Background: an optimization exercise with open tools, aiming at small area and a short achievable clock period. Do not read the settings as production practice.
The clock port is modelled as an ideal driver, which makes a skipped or thinned clock tree look cheaper than it is; a real chip needs a root buffer or a tree.
No activity file was given, so power comes from the tool's default toggle rates.

==> flow/design.v (excerpt) <==
module radix_2_butterfly #(
    parameter DATA_WIDTH = 16
) (
    input  logic       clkIn,
    input  logic       rstIn,
    input  logic       enIn,
    input  logic       validIn,
    input  ComplexType dataIn,
    output logic       validOut,
    output ComplexType dataOut
);
For scale: about 700 cells after synthesis, roughly 6800 um^2 of cells after synthesis.
export LEC_CHECK = 0
export CAP_MARGIN = 20
export CORE_MARGIN = 2
export CORE_UTILIZATION = 40
export SLEW_MARGIN = 20
create_clock -name core_clock -period 3.0 [get_ports {clkIn}]
standard.sh (not shown) runs the stock make flow with config.mk's settings and CLKGATE_MAP_FILE= SYNTH_SCRIPT=/design/flow/synth_recipe.tcl, a recipe that flattens the netlist after the stock synthesis.
==> flow/flow/run.sh <==
#!/bin/bash
# Layout flow: the standard ORFS flow (standard.sh) with these changes:
#  - synthesis: no full/half adder cell extraction before ABC (ADDER_MAP_FILE
#    empty) and ABC's delay-driven mapping script (ABC_AREA=1);
#  - resizing may change a cell's footprint (MATCH_CELL_FOOTPRINT=0);
#  - ports buffered with buf_2;
#  - repair_timing aims for SETUP_SLACK_MARGIN of slack;
#  - the clock tree is built by flow/cts_manual.tcl instead of TritonCTS:
#    the clock port drives 2 clkbuf_16, each driving 4 clkbuf_8, each
#    driving the flip-flops of one eighth of the core.
# Each step's output goes to a log file of its own in this folder.
set -euo pipefail
K=(ADDER_MAP_FILE= ABC_AREA=1 MATCH_CELL_FOOTPRINT=0 SETUP_SLACK_MARGIN=1.5
   "BUFFER_PORTS_ARGS=-buffer_cell sky130_fd_sc_hd__buf_2"
   CLK_NLEAF=8 CLK_NROOT=2 CLK_LEAF_CELL=sky130_fd_sc_hd__clkbuf_8)
bash standard.sh "${K[@]}" place > 1_synth_place.log 2>&1
bash standard.sh "${K[@]}" run RUN_SCRIPT="$PWD/flow/cts_manual.tcl" > 2_cts_manual.log 2>&1
bash standard.sh "${K[@]}" finish > 3_route_finish.log 2>&1
Other scripts of this flow, unchanged in this note and not shown: flow/flow/cts_manual.tcl
Next try:
--- a/flow/flow/run.sh
+++ b/flow/flow/run.sh
@@ -12,3 +12,3 @@
 set -euo pipefail
-K=(ADDER_MAP_FILE= ABC_AREA=1 MATCH_CELL_FOOTPRINT=0 SETUP_SLACK_MARGIN=1.5
+K=(ADDER_MAP_FILE= ABC_AREA=1 MATCH_CELL_FOOTPRINT=0 SETUP_SLACK_MARGIN=1.4
    "BUFFER_PORTS_ARGS=-buffer_cell sky130_fd_sc_hd__buf_2"
The changed run completed without violations.
Die area is unchanged.
Cell area decreases by 4.3%.
Synthesized cell count is unchanged.
Function was not checked in any run of this note: the RTL went through the layout flow alone. No run of this note takes its clock network from TritonCTS; it comes from the design's own scripts or RTL.

* * *

radix_2_butterfly, a different RTL version from the one above (not shown whole).
For scale: ~580 cells after synthesis, roughly 140 flip-flops, about 130 I/O pins, ~6200 sq um of cells after synthesis.
Design radix_2_butterfly, start of the top module:
module radix_2_butterfly #(
    parameter DATA_WIDTH = 16
) (
    input  logic       clkIn,
    input  logic       rstIn,
    input  logic       enIn,
    input  logic       validIn,
    input  ComplexType dataIn,
    output logic       validOut,
    output ComplexType dataOut
);
Settings: LEC_CHECK=0, CAP_MARGIN=20, CORE_MARGIN=2, CORE_UTILIZATION=40, SLEW_MARGIN=20; clock period 3.0 ns.
==> flow/flow/run.sh <==
#!/bin/bash
set -euo pipefail
bash standard.sh ADDER_MAP_FILE= ABC_AREA=1 MATCH_CELL_FOOTPRINT=0 SETUP_SLACK_MARGIN=1.25 BUFFER_PORTS_ARGS=-buffer_cell\ sky130_fd_sc_hd__buf_2 CTS_CLUSTER_SIZE=40 CTS_BUF_LIST=sky130_fd_sc_hd__clkbuf_8 finish > orfs_flow.log 2>&1
Edit:
==> flow/flow/run.sh (replaced) <==
#!/bin/bash
set -euo pipefail
bash standard.sh ADDER_MAP_FILE= ABC_AREA=1 MATCH_CELL_FOOTPRINT=0 SETUP_SLACK_MARGIN=1.2 finish > orfs_flow.log 2>&1
Effect: Synthesized cell count does not change. Cell area grows by 6.5%. Clock skew is about the same. Maximum frequency hardly moves. Die area is unchanged. Global-route usage goes up by 0.25 points. Worst setup slack got worse by 0.0042 ns. Final cell count fell by 0.80%. Sequential power is about the same. Total power came out higher by about 16%.
Edit:
==> flow/flow/run.sh (replaced) <==
#!/bin/bash
set -euo pipefail
bash standard.sh ADDER_MAP_FILE= ABC_AREA=1 MATCH_CELL_FOOTPRINT=0 SETUP_SLACK_MARGIN=1.2 BUFFER_PORTS_ARGS=-buffer_cell\ sky130_fd_sc_hd__buf_2 finish > orfs_flow.log 2>&1
Effect: Combinational power shrinks by about 10%. Maximum frequency is higher by 0.58%. Utilization is lower by 3.3 points. Worst setup slack gains 0.0099 ns. Count of clock-buffer cells in the layout goes down by 5. Power went down by 3.4%. Design area fell by 6.3%. Routed wire length grows by 0.64%. Cell count stays flat. Flip-flop and latch count does not change.
Edit:
==> flow/flow/run.sh (replaced) <==
#!/bin/bash
set -euo pipefail
bash standard.sh ADDER_MAP_FILE= ABC_AREA=1 MATCH_CELL_FOOTPRINT=0 SETUP_SLACK_MARGIN=1.4 BUFFER_PORTS_ARGS=-buffer_cell\ sky130_fd_sc_hd__buf_2 finish > orfs_flow.log 2>&1
The new run produced a clean layout.
Routed wire length increases by 6.0%.
Worst setup slack gets worse by 0.0089 ns.
Cell count climbs by 2.6%.
Global-route usage climbs by 0.46 points.
Non-clock buffer count rose by 20.
Total power climbs by 10%.
Clock skew went down by 0.0036 ns.
No run of this note included a check of the RTL's function; only the layout flow was run.

-- port drivers added, routing unchanged --
Ports are ideal in the flow. The routed layouts listed here were re-timed in OpenROAD.
Step 1 sets driving cells, clkbuf_16 on the clock port and buf_2 on the other inputs (assumed; they add their load-dependent delay and slew).
Step 2 times the ports against the registers' clock, not the clock port: input delays grow and output delays shrink by t, the midpoint of the rising clock arrivals with the driver on.
a / b / c = ideal ports / drivers / drivers and shift; a / b = the first two.
| run | t (ns) | slack for setup (ns) | hold slack, ns | worst register clock-pin slew, ns | cell pins on the clock port's net |
|---|---|---|---|---|---|
| the first run of note 1 | 0.364 | 1.428 / 1.428 / 1.290 | 0.424 / 0.424 / 0.424 | 0.11 / 0.11 | 2 |
| the second run of note 1 | 0.363 | 1.451 / 1.415 / 1.170 | 0.420 / 0.420 / 0.420 | 0.12 / 0.12 | 2 |
| the first run of note 2 | 0.462 | 1.295 / 1.295 / 1.022 | 0.350 / 0.341 / 0.415 | 0.07 / 0.07 | 1 |
| the second run of note 2 | 0.455 | 1.291 / 1.291 / 0.975 | 0.412 / 0.412 / 0.412 | 0.06 / 0.06 | 1 |
| the third run of note 2 | 0.450 | 1.301 / 1.301 / 1.016 | 0.368 / 0.352 / 0.410 | 0.06 / 0.06 | 1 |
| the fourth run of note 2 | 0.450 | 1.292 / 1.292 / 1.089 | 0.373 / 0.357 / 0.416 | 0.06 / 0.06 | 1 |
After both steps setup and hold are still met in every run listed. The setup slack of the second run of note 2, which loses most, moves by 0.000 ns with the drivers and by -0.316 ns with both steps.
